Source: an optimization exercise on an open RTL-to-GDS flow (aim: small area, a short achievable clock period and few clock cycles). Production flows keep margins and buffers that such runs may drop. No functional check of the RTL was part of any run shown here. Power is estimated from default activity; no workload was simulated.

==> flow/design.v, too long to show whole: its modules and the start of the top module <==
// module booth_mul64: 1083 lines
module booth_mul64(clk, reset_n, multiplier, multiplicand, op_start, op_clear, op_done, result);
  // ...
==> flow/flow/run.sh <==
#!/bin/bash
# Layout flow: the standard flow, with the port buffers made of the
# smallest plain buffer instead of the default delay buffer, and no dummy
# loads in the clock tree.
set -o pipefail
export BUFFER_PORTS_ARGS="-buffer_cell sky130_fd_sc_hd__buf_1"
export CTS_ARGS="-sink_clustering_enable -repair_clock_nets -dont_use_dummy_load"
bash standard.sh > standard.log 2>&1
==> flow/standard.sh <==
#!/bin/bash
# synth_recipe.tcl (not shown) runs the flow's synth.tcl, then flattens the netlist and writes it again
# the make line also repeats each setting of config.mk as NAME=value (left out here)
make -C /OpenROAD-flow-scripts/flow DESIGN_CONFIG=/design/flow/config.mk WORK_HOME=/design/flow/orfs CLKGATE_MAP_FILE= SYNTH_SCRIPT=/design/flow/synth_recipe.tcl "${@:-finish}"
==> flow/config.mk <==
export PLATFORM = sky130hd
export DESIGN_NAME = booth_mul64
export DESIGN_NICKNAME = booth_mul64
export VERILOG_FILES = /design/flow/design.v
export SDC_FILE = /design/flow/constraint.sdc
export NUM_CORES = 4
export LEC_CHECK = 0
export CAP_MARGIN = 20
export CORE_MARGIN = 2
export CORE_UTILIZATION = 40
export SETUP_SLACK_MARGIN = 4.0
export SLEW_MARGIN = 20
==> flow/constraint.sdc <==
create_clock -name core_clock -period 7.0 [get_ports {clk}]
set_input_delay 1.4000 -clock core_clock [delete_from_list [all_inputs] [get_ports {clk}]]
set_output_delay 1.4000 -clock core_clock [all_outputs]
set_load 0.01 [all_outputs]
==> results.txt, run 1 <==
Pint - 0.00616 W
Dominant synthesized flop cell - dfxtp_1
Area contributors post-synth - fa_1 (22%), dfxtp_1 (18%), xnor2_1 (8.3%)
Comb group - 0.00627 W
CP startpoint kind - flip-flop
Post-CTS resize count - 181
Power per cell area - 369 nW/µm²
Compound-gate portion of the synthesized area - 0.137
CP endpoint kind - flip-flop
Sequential power - 0.00285 W
CP Buf/Inv Count - 3
Adder-Cell Fraction of Synth Area - 0.290
Port bufs - 260
Total clock sinks - 291
Vias in the first global route - 19.5k
Crit path arrival time - 4300 ps
Die Y - 249 µm
Largest family of logic cells by synthesized area - adder cells
Clock buffers - 39
# fillers - 5,392
Reg area - 6550 µm²
Worst Path Required - 7480 ps
Status - no timing/DRC/antenna violations
Non-clock buffers - 393
Antenna cells - 1
Max Cap Viol - 0
Hold path depth - 1
Clk. pwr - 0.00169 W
Synth Area in XOR/XNOR - 0.111
Core Rows - 89
Number of sequential cells - 291
GPL Wtd Cong - 0.879
Clock buf/inv share - 0.0333
Final Cycle Share - 0.546
CP cell instances - buf_6, buf_12, bufbuf_16, and2_1, ha_1, a21oi_1, o21ai_0, a21oi_1, o21ai_1, a2bb2oi_4, a21oi_2, nor3_2, o21ai_2, a21o_1, fa_2, mux2_4
==> inputs of run 2 (changes only) <==
--- a/flow/design.v
+++ b/flow/design.v
@@ -6,168 +6,171 @@
   output [127:0] result;
   reg st_idle, st_busy, st_cpa, st_done;
   reg [2:0] cnt;
   reg [63:0] M;           
   reg [63:0] PL;          
   reg [64:0] S, C;        
   reg [7:0] SL, CL;       
   reg [3:0] bone0, btwo0, bneg0;   
+  reg [3:0] bone1, btwo1, bneg1;   
   assign op_done = st_done;
   assign result = {S[63:0], PL};
   wire [64:0] xe  = {M[63], M};
   wire [64:0] x2e = {M, 1'b0};
   wire [64:0] pp0;
   wire nb0 = bneg0[0];
-  assign pp0[64:0] = (({65{bone0[0]}} & xe[64:0]) | ({65{btwo0[0]}} & x2e[64:0])) ^ {65{bneg0[0]}};
+  assign pp0[32:0] = (({33{bone0[0]}} & xe[32:0]) | ({33{btwo0[0]}} & x2e[32:0])) ^ {33{bneg0[0]}};
+  assign pp0[64:33] = (({32{bone1[0]}} | ~xe[64:33]) & ({32{btwo1[0]}} | ~x2e[64:33])) ^ {32{bneg1[0]}};
   wire [64:0] pp1;
   wire nb1 = bneg0[1];
-  assign pp1[64:0] = (({65{bone0[1]}} & xe[64:0]) | ({65{btwo0[1]}} & x2e[64:0])) ^ {65{bneg0[1]}};
+  assign pp1[32:0] = (({33{bone0[1]}} & xe[32:0]) | ({33{btwo0[1]}} & x2e[32:0])) ^ {33{bneg0[1]}};
+  assign pp1[64:33] = (({32{bone1[1]}} | ~xe[64:33]) & ({32{btwo1[1]}} | ~x2e[64:33])) ^ {32{bneg1[1]}};
   wire [64:0] pp2;
   wire nb2 = bneg0[2];
-  assign pp2[64:0] = (({65{bone0[2]}} & xe[64:0]) | ({65{btwo0[2]}} & x2e[64:0])) ^ {65{bneg0[2]}};
+  assign pp2[32:0] = (({33{bone0[2]}} & xe[32:0]) | ({33{btwo0[2]}} & x2e[32:0])) ^ {33{bneg0[2]}};
+  assign pp2[64:33] = (({32{bone1[2]}} | ~xe[64:33]) & ({32{btwo1[2]}} | ~x2e[64:33])) ^ {32{bneg1[2]}};
   wire [64:0] pp3;
   wire nb3 = bneg0[3];
-  assign pp3[64:0] = (({65{bone0[3]}} & xe[64:0]) | ({65{btwo0[3]}} & x2e[64:0])) ^ {65{bneg0[3]}};
+  assign pp3[32:0] = (({33{bone0[3]}} & xe[32:0]) | ({33{btwo0[3]}} & x2e[32:0])) ^ {33{bneg0[3]}};
+  assign pp3[64:33] = (({32{bone1[3]}} | ~xe[64:33]) & ({32{btwo1[3]}} | ~x2e[64:33])) ^ {32{bneg1[3]}};
   wire c8;
   reg first;
   wire [64:0] Si = first ? {1'b1, 64'd0} : S;
-  wire [64:0] Ci = first ? 65'd0 : C;
-  wire gl = (st_busy & ~first) | st_cpa;
   wire hs0, hc0, hs1, hc1, hs2, hc2, hs3, hc3, hs4, hc4, hs5, hc5, hs6, hc6, hs7, hc7, hs8, hc8, hs9, hc9, hs10, hc10, hs11, hc11, hs12, hc12, hs13, hc13, hs14, hc14, hs15, hc15, hs16, hc16, hs17, hc17, hs18, hc18, hs19, hc19, hs20, hc20, hs21, hc21, hs22, hc22, hs23, hc23, hs24, hc24, hs25, hc25, hs26, hc26, hs27, hc27, hs28, hc28, hs29, hc29, hs30, hc30, hs31, hc31, hs32, hc32, hs33, hc33, hs34, hc34, hs35, hc35, hs36, hc36, hs37, hc37, hs38, hc38, hs39, hc39, hs40, hc40, hs41, hc41, hs42, hc42, hs43, hc43, hs44, hc44, hs45, hc45, hs46, hc46, hs47, hc47, hs48, hc48, hs49, hc49, hs50, hc50, hs51, hc51, hs52, hc52, hs53, hc53, hs54, hc54, hs55, hc55, hs56, hc56, hs57, hc57, hs58, hc58, hs59, hc59, hs60, hc60, hs61, hc61, fs62, fc62, hs63, hc63, fs64, fc64, hs65, hc65, fs66, fc66, fs67, fc67, fs68, fc68, fs69, fc69, fs70, fc70, fs71, fc71, fs72, fc72, fs73, fc73, fs74, fc74, fs75, fc75, fs76, fc76, fs77, fc77, fs78, fc78, fs79, fc79, fs80, fc80, fs81, fc81, fs82, fc82, fs83, fc83, fs84, fc84, fs85, fc85, fs86, fc86, fs87, fc87, fs88, fc88, fs89, fc89, fs90, fc90, fs91, fc91, fs92, fc92, fs93, fc93, fs94, fc94, fs95, fc95, fs96, fc96, fs97, fc97, fs98, fc98, fs99, fc99, fs100, fc100, fs101, fc101, fs102, fc102, fs103, fc103, fs104, fc104, fs105, fc105, fs106, fc106, fs107, fc107, fs108, fc108, fs109, fc109, fs110, fc110, fs111, fc111, fs112, fc112, fs113, fc113, fs114, fc114, fs115, fc115, fs116, fc116, fs117, fc117, fs118, fc118, fs119, fc119, fs120, fc120, fs121, fc121, fs122, fc122, fs123, fc123, fs124, fc124, fs125, fc125, fs126, fc126, fs127, fc127, fs128, fc128, fs129, fc129, fs130, fc130, fs131, fc131, fs132, fc132, fs133, fc133, fs134, fc134, fs135, fc135, fs136, fc136, fs137, fc137, fs138, fc138, fs139, fc139, fs140, fc140, fs141, fc141, fs142, fc142, fs143, fc143, fs144, fc144, fs145, fc145, fs146, fc146, fs147, fc147, fs148, fc148, fs149, fc149, fs150, fc150, fs151, fc151, fs152, fc152, fs153, fc153, fs154, fc154, fs155, fc155, fs156, fc156, fs157, fc157, fs158, fc158, fs159, fc159, fs160, fc160, fs161, fc161, fs162, fc162, fs163, fc163, fs164, fc164, fs165, fc165, fs166, fc166, fs167, fc167, fs168, fc168, fs169, fc169, fs170, fc170, fs171, fc171, fs172, fc172, fs173, fc173, fs174, fc174, fs175, fc175, fs176, fc176, fs177, fc177, fs178, fc178, fs179, fc179, fs180, fc180, fs181, fc181, fs182, fc182, fs183, fc183, fs184, fc184, hs185, hc185, hs186, hc186, hs187, hc187, fs188, fc188, fs189, fc189, fs190, fc190, fs191, fc191, fs192, fc192, fs193, fc193, fs194, fc194, fs195, fc195, fs196, fc196, fs197, fc197, fs198, fc198, fs199, fc199, fs200, fc200, fs201, fc201, fs202, fc202, fs203, fc203, fs204, fc204, fs205, fc205, fs206, fc206, fs207, fc207, fs208, fc208, fs209, fc209, fs210, fc210, fs211, fc211, fs212, fc212, fs213, fc213, fs214, fc214, fs215, fc215, fs216, fc216, fs217, fc217, fs218, fc218, fs219, fc219, fs220, fc220, fs221, fc221, fs222, fc222, fs223, fc223, fs224, fc224, fs225, fc225, fs226, fc226, fs227, fc227, fs228, fc228, fs229, fc229, fs230, fc230, fs231, fc231, fs232, fc232, fs233, fc233, fs234, fc234, fs235, fc235, fs236, fc236, fs237, fc237, fs238, fc238, fs239, fc239, fs240, fc240, fs241, fc241, fs242, fc242, fs243, fc243, fs244, fc244, fs245, fc245, fs246, fc246, fs247, fc247, fs248, fc248, fs249, fc249, fs250, fc250, fs251, fc251, fs252, fc252, fs253, fc253, fs254, fc254, hs255, hc255, fs256, fc256, fs257, fc257, fs258, fc258, fs259, fc259, fs260, fc260, fs261, fc261, fs262, fc262, fs263, fc263, fs264, fc264, fs265, fc265, fs266, fc266, fs267, fc267, fs268, fc268, fs269, fc269, fs270, fc270, fs271, fc271, fs272, fc272, fs273, fc273, fs274, fc274, fs275, fc275, fs276, fc276, fs277, fc277, fs278, fc278, fs279, fc279, fs280, fc280, fs281, fc281, fs282, fc282, fs283, fc283, fs284, fc284, fs285, fc285, fs286, fc286, fs287, fc287, fs288, fc288, fs289, fc289, fs290, fc290, fs291, fc291, fs292, fc292, fs293, fc293, fs294, fc294, fs295, fc295, fs296, fc296, fs297, fc297, fs298, fc298, fs299, fc299, fs300, fc300, fs301, fc301, fs302, fc302, fs303, fc303, fs304, fc304, fs305, fc305, fs306, fc306, fs307, fc307, fs308, fc308, fs309, fc309, fs310, fc310, fs311, fc311, fs312, fc312, fs313, fc313, fs314, fc314, fs315, fc315, fs316, fc316, fs317, fc317, fs318, fc318, fs319, fc319, fs320, fc320, fs321, fc321, fs322, fc322, fs323, fc323, hs324, hc324;
-  assign hs0 = Si[6] ^ Ci[6];
-  assign hc0 = Si[6] & Ci[6];
-  assign hs1 = Si[7] ^ Ci[7];
-  assign hc1 = Si[7] & Ci[7];
-  assign hs2 = Si[8] ^ Ci[8];
-  assign hc2 = Si[8] & Ci[8];
-  assign hs3 = Si[9] ^ Ci[9];
-  assign hc3 = Si[9] & Ci[9];
-  assign hs4 = Si[10] ^ Ci[10];
-  assign hc4 = Si[10] & Ci[10];
-  assign hs5 = Si[11] ^ Ci[11];
-  assign hc5 = Si[11] & Ci[11];
-  assign hs6 = Si[12] ^ Ci[12];
-  assign hc6 = Si[12] & Ci[12];
-  assign hs7 = Si[13] ^ Ci[13];
-  assign hc7 = Si[13] & Ci[13];
-  assign hs8 = Si[14] ^ Ci[14];
-  assign hc8 = Si[14] & Ci[14];
-  assign hs9 = Si[15] ^ Ci[15];
-  assign hc9 = Si[15] & Ci[15];
-  assign hs10 = Si[16] ^ Ci[16];
-  assign hc10 = Si[16] & Ci[16];
-  assign hs11 = Si[17] ^ Ci[17];
-  assign hc11 = Si[17] & Ci[17];
-  assign hs12 = Si[18] ^ Ci[18];
-  assign hc12 = Si[18] & Ci[18];
-  assign hs13 = Si[19] ^ Ci[19];
-  assign hc13 = Si[19] & Ci[19];
-  assign hs14 = Si[20] ^ Ci[20];
-  assign hc14 = Si[20] & Ci[20];
-  assign hs15 = Si[21] ^ Ci[21];
-  assign hc15 = Si[21] & Ci[21];
-  assign hs16 = Si[22] ^ Ci[22];
-  assign hc16 = Si[22] & Ci[22];
-  assign hs17 = Si[23] ^ Ci[23];
-  assign hc17 = Si[23] & Ci[23];
-  assign hs18 = Si[24] ^ Ci[24];
-  assign hc18 = Si[24] & Ci[24];
-  assign hs19 = Si[25] ^ Ci[25];
-  assign hc19 = Si[25] & Ci[25];
-  assign hs20 = Si[26] ^ Ci[26];
-  assign hc20 = Si[26] & Ci[26];
-  assign hs21 = Si[27] ^ Ci[27];
-  assign hc21 = Si[27] & Ci[27];
-  assign hs22 = Si[28] ^ Ci[28];
-  assign hc22 = Si[28] & Ci[28];
-  assign hs23 = Si[29] ^ Ci[29];
-  assign hc23 = Si[29] & Ci[29];
-  assign hs24 = Si[30] ^ Ci[30];
-  assign hc24 = Si[30] & Ci[30];
-  assign hs25 = Si[31] ^ Ci[31];
-  assign hc25 = Si[31] & Ci[31];
-  assign hs26 = Si[32] ^ Ci[32];
-  assign hc26 = Si[32] & Ci[32];
-  assign hs27 = Si[33] ^ Ci[33];
-  assign hc27 = Si[33] & Ci[33];
-  assign hs28 = Si[34] ^ Ci[34];
-  assign hc28 = Si[34] & Ci[34];
-  assign hs29 = Si[35] ^ Ci[35];
-  assign hc29 = Si[35] & Ci[35];
-  assign hs30 = Si[36] ^ Ci[36];
-  assign hc30 = Si[36] & Ci[36];
-  assign hs31 = Si[37] ^ Ci[37];
-  assign hc31 = Si[37] & Ci[37];
-  assign hs32 = Si[38] ^ Ci[38];
-  assign hc32 = Si[38] & Ci[38];
-  assign hs33 = Si[39] ^ Ci[39];
-  assign hc33 = Si[39] & Ci[39];
-  assign hs34 = Si[40] ^ Ci[40];
-  assign hc34 = Si[40] & Ci[40];
-  assign hs35 = Si[41] ^ Ci[41];
-  assign hc35 = Si[41] & Ci[41];
-  assign hs36 = Si[42] ^ Ci[42];
-  assign hc36 = Si[42] & Ci[42];
-  assign hs37 = Si[43] ^ Ci[43];
-  assign hc37 = Si[43] & Ci[43];
-  assign hs38 = Si[44] ^ Ci[44];
-  assign hc38 = Si[44] & Ci[44];
-  assign hs39 = Si[45] ^ Ci[45];
-  assign hc39 = Si[45] & Ci[45];
-  assign hs40 = Si[46] ^ Ci[46];
-  assign hc40 = Si[46] & Ci[46];
-  assign hs41 = Si[47] ^ Ci[47];
-  assign hc41 = Si[47] & Ci[47];
-  assign hs42 = Si[48] ^ Ci[48];
-  assign hc42 = Si[48] & Ci[48];
-  assign hs43 = Si[49] ^ Ci[49];
-  assign hc43 = Si[49] & Ci[49];
-  assign hs44 = Si[50] ^ Ci[50];
-  assign hc44 = Si[50] & Ci[50];
-  assign hs45 = Si[51] ^ Ci[51];
-  assign hc45 = Si[51] & Ci[51];
-  assign hs46 = Si[52] ^ Ci[52];
-  assign hc46 = Si[52] & Ci[52];
-  assign hs47 = Si[53] ^ Ci[53];
-  assign hc47 = Si[53] & Ci[53];
-  assign hs48 = Si[54] ^ Ci[54];
-  assign hc48 = Si[54] & Ci[54];
-  assign hs49 = Si[55] ^ Ci[55];
-  assign hc49 = Si[55] & Ci[55];
-  assign hs50 = Si[56] ^ Ci[56];
-  assign hc50 = Si[56] & Ci[56];
-  assign hs51 = Si[57] ^ Ci[57];
-  assign hc51 = Si[57] & Ci[57];
-  assign hs52 = Si[58] ^ Ci[58];
-  assign hc52 = Si[58] & Ci[58];
-  assign hs53 = Si[59] ^ Ci[59];
-  assign hc53 = Si[59] & Ci[59];
-  assign hs54 = Si[60] ^ Ci[60];
-  assign hc54 = Si[60] & Ci[60];
-  assign hs55 = Si[61] ^ Ci[61];
-  assign hc55 = Si[61] & Ci[61];
-  assign hs56 = Si[62] ^ Ci[62];
-  assign hc56 = Si[62] & Ci[62];
-  assign hs57 = Si[63] ^ Ci[63];
-  assign hc57 = Si[63] & Ci[63];
-  assign hs58 = Si[64] ^ Ci[64];
-  assign hc58 = Si[64] & Ci[64];
-  assign hs59 = Si[0] ^ Ci[0];
-  assign hc59 = Si[0] & Ci[0];
-  assign hs60 = Si[2] ^ Ci[2];
-  assign hc60 = Si[2] & Ci[2];
-  assign hs61 = Si[3] ^ Ci[3];
-  assign hc61 = Si[3] & Ci[3];
-  assign fs62 = Si[4] ^ Ci[4] ^ nb2;
-  assign fc62 = (Si[4] & Ci[4]) | (Si[4] & nb2) | (Ci[4] & nb2);
+  assign hs0 = Si[6] ^ C[6];
+  assign hc0 = Si[6] & C[6];
+  assign hs1 = Si[7] ^ C[7];
+  assign hc1 = Si[7] & C[7];
+  assign hs2 = Si[8] ^ C[8];
+  assign hc2 = Si[8] & C[8];
+  assign hs3 = Si[9] ^ C[9];
+  assign hc3 = Si[9] & C[9];
+  assign hs4 = Si[10] ^ C[10];
+  assign hc4 = Si[10] & C[10];
+  assign hs5 = Si[11] ^ C[11];
+  assign hc5 = Si[11] & C[11];
+  assign hs6 = Si[12] ^ C[12];
+  assign hc6 = Si[12] & C[12];
+  assign hs7 = Si[13] ^ C[13];
+  assign hc7 = Si[13] & C[13];
+  assign hs8 = Si[14] ^ C[14];
+  assign hc8 = Si[14] & C[14];
+  assign hs9 = Si[15] ^ C[15];
+  assign hc9 = Si[15] & C[15];
+  assign hs10 = Si[16] ^ C[16];
+  assign hc10 = Si[16] & C[16];
+  assign hs11 = Si[17] ^ C[17];
+  assign hc11 = Si[17] & C[17];
+  assign hs12 = Si[18] ^ C[18];
+  assign hc12 = Si[18] & C[18];
+  assign hs13 = Si[19] ^ C[19];
+  assign hc13 = Si[19] & C[19];
+  assign hs14 = Si[20] ^ C[20];
+  assign hc14 = Si[20] & C[20];
+  assign hs15 = Si[21] ^ C[21];
+  assign hc15 = Si[21] & C[21];
+  assign hs16 = Si[22] ^ C[22];
+  assign hc16 = Si[22] & C[22];
+  assign hs17 = Si[23] ^ C[23];
+  assign hc17 = Si[23] & C[23];
+  assign hs18 = Si[24] ^ C[24];
+  assign hc18 = Si[24] & C[24];
+  assign hs19 = Si[25] ^ C[25];
+  assign hc19 = Si[25] & C[25];
+  assign hs20 = Si[26] ^ C[26];
+  assign hc20 = Si[26] & C[26];
+  assign hs21 = Si[27] ^ C[27];
+  assign hc21 = Si[27] & C[27];
+  assign hs22 = Si[28] ^ C[28];
+  assign hc22 = Si[28] & C[28];
+  assign hs23 = Si[29] ^ C[29];
+  assign hc23 = Si[29] & C[29];
+  assign hs24 = Si[30] ^ C[30];
+  assign hc24 = Si[30] & C[30];
+  assign hs25 = Si[31] ^ C[31];
+  assign hc25 = Si[31] & C[31];
+  assign hs26 = Si[32] ^ C[32];
+  assign hc26 = Si[32] & C[32];
+  assign hs27 = Si[33] ^ C[33];
+  assign hc27 = Si[33] & C[33];
+  assign hs28 = Si[34] ^ C[34];
+  assign hc28 = Si[34] & C[34];
+  assign hs29 = Si[35] ^ C[35];
+  assign hc29 = Si[35] & C[35];
+  assign hs30 = Si[36] ^ C[36];
+  assign hc30 = Si[36] & C[36];
+  assign hs31 = Si[37] ^ C[37];
+  assign hc31 = Si[37] & C[37];
+  assign hs32 = Si[38] ^ C[38];
+  assign hc32 = Si[38] & C[38];
+  assign hs33 = Si[39] ^ C[39];
+  assign hc33 = Si[39] & C[39];
+  assign hs34 = Si[40] ^ C[40];
+  assign hc34 = Si[40] & C[40];
+  assign hs35 = Si[41] ^ C[41];
+  assign hc35 = Si[41] & C[41];
+  assign hs36 = Si[42] ^ C[42];
+  assign hc36 = Si[42] & C[42];
+  assign hs37 = Si[43] ^ C[43];
+  assign hc37 = Si[43] & C[43];
+  assign hs38 = Si[44] ^ C[44];
+  assign hc38 = Si[44] & C[44];
+  assign hs39 = Si[45] ^ C[45];
+  assign hc39 = Si[45] & C[45];
+  assign hs40 = Si[46] ^ C[46];
+  assign hc40 = Si[46] & C[46];
+  assign hs41 = Si[47] ^ C[47];
+  assign hc41 = Si[47] & C[47];
+  assign hs42 = Si[48] ^ C[48];
+  assign hc42 = Si[48] & C[48];
+  assign hs43 = Si[49] ^ C[49];
+  assign hc43 = Si[49] & C[49];
+  assign hs44 = Si[50] ^ C[50];
+  assign hc44 = Si[50] & C[50];
+  assign hs45 = Si[51] ^ C[51];
+  assign hc45 = Si[51] & C[51];
+  assign hs46 = Si[52] ^ C[52];
+  assign hc46 = Si[52] & C[52];
+  assign hs47 = Si[53] ^ C[53];
+  assign hc47 = Si[53] & C[53];
+  assign hs48 = Si[54] ^ C[54];
+  assign hc48 = Si[54] & C[54];
+  assign hs49 = Si[55] ^ C[55];
+  assign hc49 = Si[55] & C[55];
+  assign hs50 = Si[56] ^ C[56];
+  assign hc50 = Si[56] & C[56];
+  assign hs51 = Si[57] ^ C[57];
+  assign hc51 = Si[57] & C[57];
+  assign hs52 = Si[58] ^ C[58];
+  assign hc52 = Si[58] & C[58];
+  assign hs53 = Si[59] ^ C[59];
+  assign hc53 = Si[59] & C[59];
+  assign hs54 = Si[60] ^ C[60];
+  assign hc54 = Si[60] & C[60];
+  assign hs55 = Si[61] ^ C[61];
+  assign hc55 = Si[61] & C[61];
+  assign hs56 = Si[62] ^ C[62];
+  assign hc56 = Si[62] & C[62];
+  assign hs57 = Si[63] ^ C[63];
+  assign hc57 = Si[63] & C[63];
+  assign hs58 = Si[64] ^ C[64];
+  assign hc58 = Si[64] & C[64];
+  assign hs59 = Si[0] ^ C[0];
+  assign hc59 = Si[0] & C[0];
+  assign hs60 = Si[2] ^ C[2];
+  assign hc60 = Si[2] & C[2];
+  assign hs61 = Si[3] ^ C[3];
+  assign hc61 = Si[3] & C[3];
+  assign fs62 = Si[4] ^ C[4] ^ nb2;
+  assign fc62 = (Si[4] & C[4]) | (Si[4] & nb2) | (C[4] & nb2);
   assign hs63 = pp0[4] ^ pp1[2];
   assign hc63 = pp0[4] & pp1[2];
-  assign fs64 = Si[5] ^ Ci[5] ^ pp0[5];
-  assign fc64 = (Si[5] & Ci[5]) | (Si[5] & pp0[5]) | (Ci[5] & pp0[5]);
+  assign fs64 = Si[5] ^ C[5] ^ pp0[5];
+  assign fc64 = (Si[5] & C[5]) | (Si[5] & pp0[5]) | (C[5] & pp0[5]);
   assign hs65 = pp1[3] ^ pp2[1];
   assign hc65 = pp1[3] & pp2[1];
   assign fs66 = nb3 ^ hs0 ^ pp0[6];
   assign fc66 = (nb3 & hs0) | (nb3 & pp0[6]) | (hs0 & pp0[6]);
   assign fs67 = pp1[4] ^ pp2[2] ^ pp3[0];
   assign fc67 = (pp1[4] & pp2[2]) | (pp1[4] & pp3[0]) | (pp2[2] & pp3[0]);
   assign fs68 = hc0 ^ hs1 ^ pp0[7];
   assign fc68 = (hc0 & hs1) | (hc0 & pp0[7]) | (hs1 & pp0[7]);
@@ -404,18 +407,18 @@
   assign fs184 = 1'b1 ^ hc58 ^ pp1[63];
   assign fc184 = (1'b1 & hc58) | (1'b1 & pp1[63]) | (hc58 & pp1[63]);
   assign hs185 = pp2[61] ^ pp3[59];
   assign hc185 = pp2[61] & pp3[59];
   assign hs186 = ~pp1[64] ^ pp2[62];
   assign hc186 = ~pp1[64] & pp2[62];
   assign hs187 = nb0 ^ hs59;
   assign hc187 = nb0 & hs59;
-  assign fs188 = Si[1] ^ Ci[1] ^ hc59;
-  assign fc188 = (Si[1] & Ci[1]) | (Si[1] & hc59) | (Ci[1] & hc59);
+  assign fs188 = Si[1] ^ C[1] ^ hc59;
+  assign fc188 = (Si[1] & C[1]) | (Si[1] & hc59) | (C[1] & hc59);
   assign fs189 = nb1 ^ hs60 ^ pp0[2];
   assign fc189 = (nb1 & hs60) | (nb1 & pp0[2]) | (hs60 & pp0[2]);
   assign fs190 = hc60 ^ hs61 ^ pp0[3];
   assign fc190 = (hc60 & hs61) | (hc60 & pp0[3]) | (hs61 & pp0[3]);
   assign fs191 = hc61 ^ pp2[0] ^ fs62;
   assign fc191 = (hc61 & pp2[0]) | (hc61 & fs62) | (pp2[0] & fs62);
   assign fs192 = fc62 ^ hc63 ^ hs65;
   assign fc192 = (fc62 & hc63) | (fc62 & hs65) | (hc63 & hs65);
@@ -680,18 +683,18 @@
   assign fs322 = hc186 ^ fs254 ^ fc253;
   assign fc322 = (hc186 & fs254) | (hc186 & fc253) | (fs254 & fc253);
   assign fs323 = ~pp2[64] ^ pp3[62] ^ fc254;
   assign fc323 = (~pp2[64] & pp3[62]) | (~pp2[64] & fc254) | (pp3[62] & fc254);
   assign hs324 = 1'b1 ^ pp3[63];
   assign hc324 = 1'b1 & pp3[63];
   wire [72:0] TS = {1'b0, 1'b1, hc324, fc323, fc322, fc321, fc320, fc319, fc318, fc317, fc316, fc315, fc314, fc313, fc312, fc311, fc310, fc309, fc308, fc307, fc306, fc305, fc304, fc303, fc302, fc301, fc300, fc299, fc298, fc297, fc296, fc295, fc294, fc293, fc292, fc291, fc290, fc289, fc288, fc287, fc286, fc285, fc284, fc283, fc282, fc281, fc280, fc279, fc278, fc277, fc276, fc275, fc274, fc273, fc272, fc271, fc270, fc269, fc268, fc267, fc266, fc265, fc264, fc263, fc262, fc261, fc260, fc259, fc258, fc257, fc256, hc255, hs255};
   wire [72:0] TC = {1'b0, 1'b0, ~pp3[64], hs324, fs323, fs322, fs321, fs320, fs319, fs318, fs317, fs316, fs315, fs314, fs313, fs312, fs311, fs310, fs309, fs308, fs307, fs306, fs305, fs304, fs303, fs302, fs301, fs300, fs299, fs298, fs297, fs296, fs295, fs294, fs293, fs292, fs291, fs290, fs289, fs288, fs287, fs286, fs285, fs284, fs283, fs282, fs281, fs280, fs279, fs278, fs277, fs276, fs275, fs274, fs273, fs272, fs271, fs270, fs269, fs268, fs267, fs266, fs265, fs264, fs263, fs262, fs261, fs260, fs259, fs258, fs257, fs256, c8};
-  wire [71:0] aa = {S[63:0], SL & {8{gl}}};
-  wire [71:0] bb = {C[63:0] & {64{st_cpa}}, CL & {8{gl}}};
+  wire [71:0] aa = {S[63:0], SL};
+  wire [71:0] bb = {C[63:0], CL};
   wire [71:0] pg_p = aa ^ bb;
   wire [71:0] pg_g = aa & bb;
   wire G1_1 = pg_g[0] | (pg_p[0] & 1'b0);
   wire G1_3 = pg_g[2] | (pg_p[2] & pg_g[1]);
   wire P1_3 = pg_p[2] & pg_p[1];
   wire G1_5 = pg_g[4] | (pg_p[4] & pg_g[3]);
   wire P1_5 = pg_p[4] & pg_p[3];
   wire G1_7 = pg_g[6] | (pg_p[6] & pg_g[5]);
@@ -1068,16 +1071,20 @@
       st_cpa  <= ~op_clear & st_busy & (cnt == 3'd7);
       st_done <= ~op_clear & (st_cpa | st_done);
       cnt <= st_busy ? cnt + 3'd1 : 3'd0;
       first <= st_idle;
     end
   always @(posedge clk) begin
     M <= multiplicand;
     bone0 <= n_one; btwo0 <= n_two; bneg0 <= n_neg;
+    bone1 <= ~n_one; btwo1 <= ~n_two; bneg1 <= ~n_neg;
     if (st_idle) PL <= multiplier;
     else if (st_busy | st_cpa) PL <= {sum[7:0], PL[63:8]};
     if (st_busy) S <= TS[72:8];
     else S[63:0] <= sum[71:8];
-    C <= TC[72:8];
-    SL <= TS[7:0]; CL <= TC[7:0];
+    if (st_busy) begin
+      C <= TC[72:8]; SL <= TS[7:0]; CL <= TC[7:0];
+    end else begin
+      C <= 65'd0; SL <= 8'd0; CL <= 8'd0;
+    end
   end
 endmodule
==> run 2 against run 1 <==
Effect of this change: critical path depth decreased by 5; design area fell by 4.1%; flip-flop and latch count increased by 12; sequential share of layout area is 1.8 points higher; wire length decreased by 8.4%; die area is 0.97% lower; area after synthesis fell by 0.99%; final cell count down 2.4%; maximum frequency increased by 23%; worst setup slack gained 700 ps; largest cell class unchanged.
==> results.txt, run 2 <==
Status - no timing/DRC/antenna violations
Power per cell area - 437 nW/µm² (+19%)
Worst hold start - cnt[0]
Vias - 17.9k
CP max stage delay - 570 ps
Final clock skew - 57.5 ps
GPL Wtd Cong - 0.910 (+3.5%)
Clock-pin transition on the worst setup and hold timing paths - 50 ps
Seq/Total Area, Yosys - 0.283
Starting Density - 0.404
Reg-to-Reg Start - first
Syn Area/Cell - 10.2 µm²
Dominant synthesized flop cell - dfxtp_1
Synthesized area - 23,900 µm²
Detailed router's first-iteration violation count - 1,134
First-pass GRT wire length - 108,000 µm
Area Overhead vs Synth - 18.0%
Least-Margin Pin Slew - 912 ps
Yosys warning count - 1
Chip width - 248 µm
Comb pwr share - 0.634
Ys async rst share - 0.0264
Core Rows - 89 (unchanged)
Clock share of power - 0.138
Antenna cells - 0 (-1)
GR Overflow Total - 0
Total clock sinks - 303 (+4.1%)
Slew HR - 0.392
Area post-placement - 25,400 µm²
Fin. Hold Viols - 0
I/O pin count - 261
Root buffer cell - clkbuf_16
CP Max Fanout - 8
Final worst slack - 3880 ps
Core area - 59,000 µm²
Met3 usage - 0.0517
RSZ-0062 raised after global routing - yes
Vias/cell - 5.41
Hold Path Class - flip-flop to flip-flop
Tot Pwr - 0.0123 W
Achievable frequency - 321 MHz
CP Buf/Inv Count - 5 (+2)
# fillers - 5,444 (+0.96%)
EDFF count, synth - 64
R2R setup slack - 3880 ps
Count leader, synth - inv_1
Most common cell after layout, fill and taps aside - buf_1
Vias in the first global route - 18.8k (-3.7%)
Worst VDD drop - 0.245 mV
Clock Path Buffers - 3
CTS tree - yes
Port bufs - 260 (unchanged)
WL/cell - 21.4 µm
Crit path arrival time - 3550 ps (-750 ps)
P_sw - 0.00542 W
Post-route DRC - 0
Place WS - 3420 ps
Total leakage power - 11.2 nW
Hold path depth - 1 (unchanged)
CTS buffer count - 39
Reg2reg end - C[36]
Final Cycle Share - 0.445 (-0.101)
Initial antenna violation count - 0
Top cell type by total area after synthesis - fa_1
Cell area after layout - 28,100 µm²
Final min period - 3120 ps
Share of layout cells above drive strength 1 - 0.191
GR Util met2 - 0.381
Commonest cells after routing, fill and taps aside - buf_1 (260), inv_1 (236), xnor2_1 (221)
Nets - 3,072
WL final - 70,800 µm
Count of cell types in the netlist - 74
Clock Latency Late Sink - 580 ps
Seq cells post-synth - 303
H-tree levels - 2
Met1 usage - 0.287
Half-perimeter wire length after placement - 50,200 µm
Top-area cell type share of the netlist area - 0.217
GRT Total Usage - 0.227
Setup violators final - 0
Worst Setup SP - first
Setup tns final - 0 ps
Max Cap Viol - 0 (unchanged)
CP endpoint kind - flip-flop
CP startpoint kind - flip-flop
Largest net degree at the start of global routing - 87
Worst Hold Path EP - cnt[0]
Die area - 61,600 µm²
Post-synth top cells - inv_1 (310), fa_1 (259), dfxtp_1 (231)
Syn Nets - 2,879
Pint - 0.00689 W (+12%)
Area contributors post-synth - fa_1 (22%), dfxtp_1 (19%), xnor2_1 (8.1%)
CP Class - flip-flop to flip-flop
Die Y - 248 µm (-0.49%)
Finished Core Util - 0.477
Flop pwr share - 0.228
CP top delay family - adder cells
Final slew viol count - 0
CP cell instances - buf_12, buf_12, buf_16, nor2b_2, ha_1, inv_2, fa_1, inv_2, fa_2, fa_2, and2_1
Drt pass-1 iters - 7
Switching part of the total - 0.440
Worst Path Required - 7430 ps (-50 ps)
Busiest layer in global routing - met2
Post-Synthesis Cells - 2,343
FF-to-FF path depth - 11
Critical-path top delay cell - fa_2
Final ANT Viol Nets - 0
CP Depth - 11
## run 2: cell types whose count changed in the layout (fill, tap and decap cells not counted), moves of 20 or more
cell     delta
inv_1      +21
o22ai_1   +124
inv_2      +20
nor2b_1    -40
fa_1       -42
buf_4      -30
fa_2       +42
a22oi_1   -126
## run 2: stage by stage
step,std cells,hold slack [ps]
floorplan,2343,388
global placement,3242,414
detailed placement,3242,428
CTS,3299,436
global route,3307,451
finish,3307,437
## run 2: worst reg2reg max path: cells and delay by family, from the launching register on
family,cells,cell delay [ps]
buf+inv,5,530
flops,1,400
fa+ha+maj,4,1810
simple gates,2,230
## run 2: cell type report
| cell class | count | area (µm²) | share of cell area |
|---|---|---|---|
| timing repair buffer | 307 | 1610 | 0.0571 |
| clock buffer | 39 | 976 | 0.0347 |
| inverter | 311 | 1170 | 0.0415 |
| tap | 773 | 967 | 0.0344 |
| multi-input combinational | 1574 | 16600 | 0.591 |
| sequential | 303 | 6800 | 0.242 |
## run 2: power groups by stage
stage / Clock [W] / Sequential, W / Combinational, W
after floorplan: 0 / 0.00260 / 0.00487
after global placement: 0 / 0.00276 / 0.00692
after detailed placement: 0 / 0.00277 / 0.00701
after CTS: 0.00175 / 0.00275 / 0.00733
after global routing: 0.00181 / 0.00285 / 0.00877
final: 0.00170 / 0.00280 / 0.00780
## run 2: repair_timing
item,4_1_cts,5_1_grt
cloned,6,1
hold buffers,0,0
pin swaps,139,86
resized for setup,143,256
setup buffers,12,7
endpoints found under the setup margin,127,123
## run 2: layer usage
| metal | wire (µm) | part of all wire |
|---|---|---|
| met5 | 0 | 0 |
| met4 | 2470 | 0.035 |
| met3 | 5590 | 0.079 |
| met2 | 34200 | 0.48 |
| met1 | 28500 | 0.40 |
## run 2: how the worst max path moves through the flow
stage | endpoint | slack (ps)
3_5_place_dp | result[118] | 3420
4_1_cts | C[48] | 3930
3_3_place_gp | result[118] | 3480
2_1_floorplan | result[118] | 3970
5_1_grt | C[36] | 3840
6_report | C[36] | 3880
## run 2: kinds of logic (layout without fill, tap and decap cells)
logic type,count (synthesis),count (layout),synth area share
AO/OA/AOI/OAI,460,460,0.133
multiplexers,64,64,0.0298
flip-flops,303,303,0.283
AND/OR/NAND/NOR,349,349,0.0777
adder cells (fa/ha/maj),404,404,0.293
buffers and inverters,466,657,0.0745
XOR/XNOR,297,297,0.109

port drivers added, routing unchanged:
How much do the figures lean on ideal ports? The routed layouts below were timed once more, with nothing changed but the port constraints. Step 1 sets driving cells, clkbuf_16 on the clock port and buf_2 on the other inputs (assumed; they add their load-dependent delay and slew). Step 2, shift: input delay + t, output delay - t, t = (earliest + latest rising clock arrival at the registers) / 2. This alone moves slack from input paths to output paths. Three values: ideal ports, drivers, drivers and shift; two values: the first two.
run	t, ns	slack for setup (ns)	hold WS [ns]	worst setup path at the end
run 1	0.611	3.178 / 3.178 / 3.178	0.425 / 0.425 / 0.425	register to register
run 2	0.609	3.882 / 3.882 / 3.882	0.437 / 0.437 / 0.437	register to register
After both steps setup and hold are still met in every run listed.
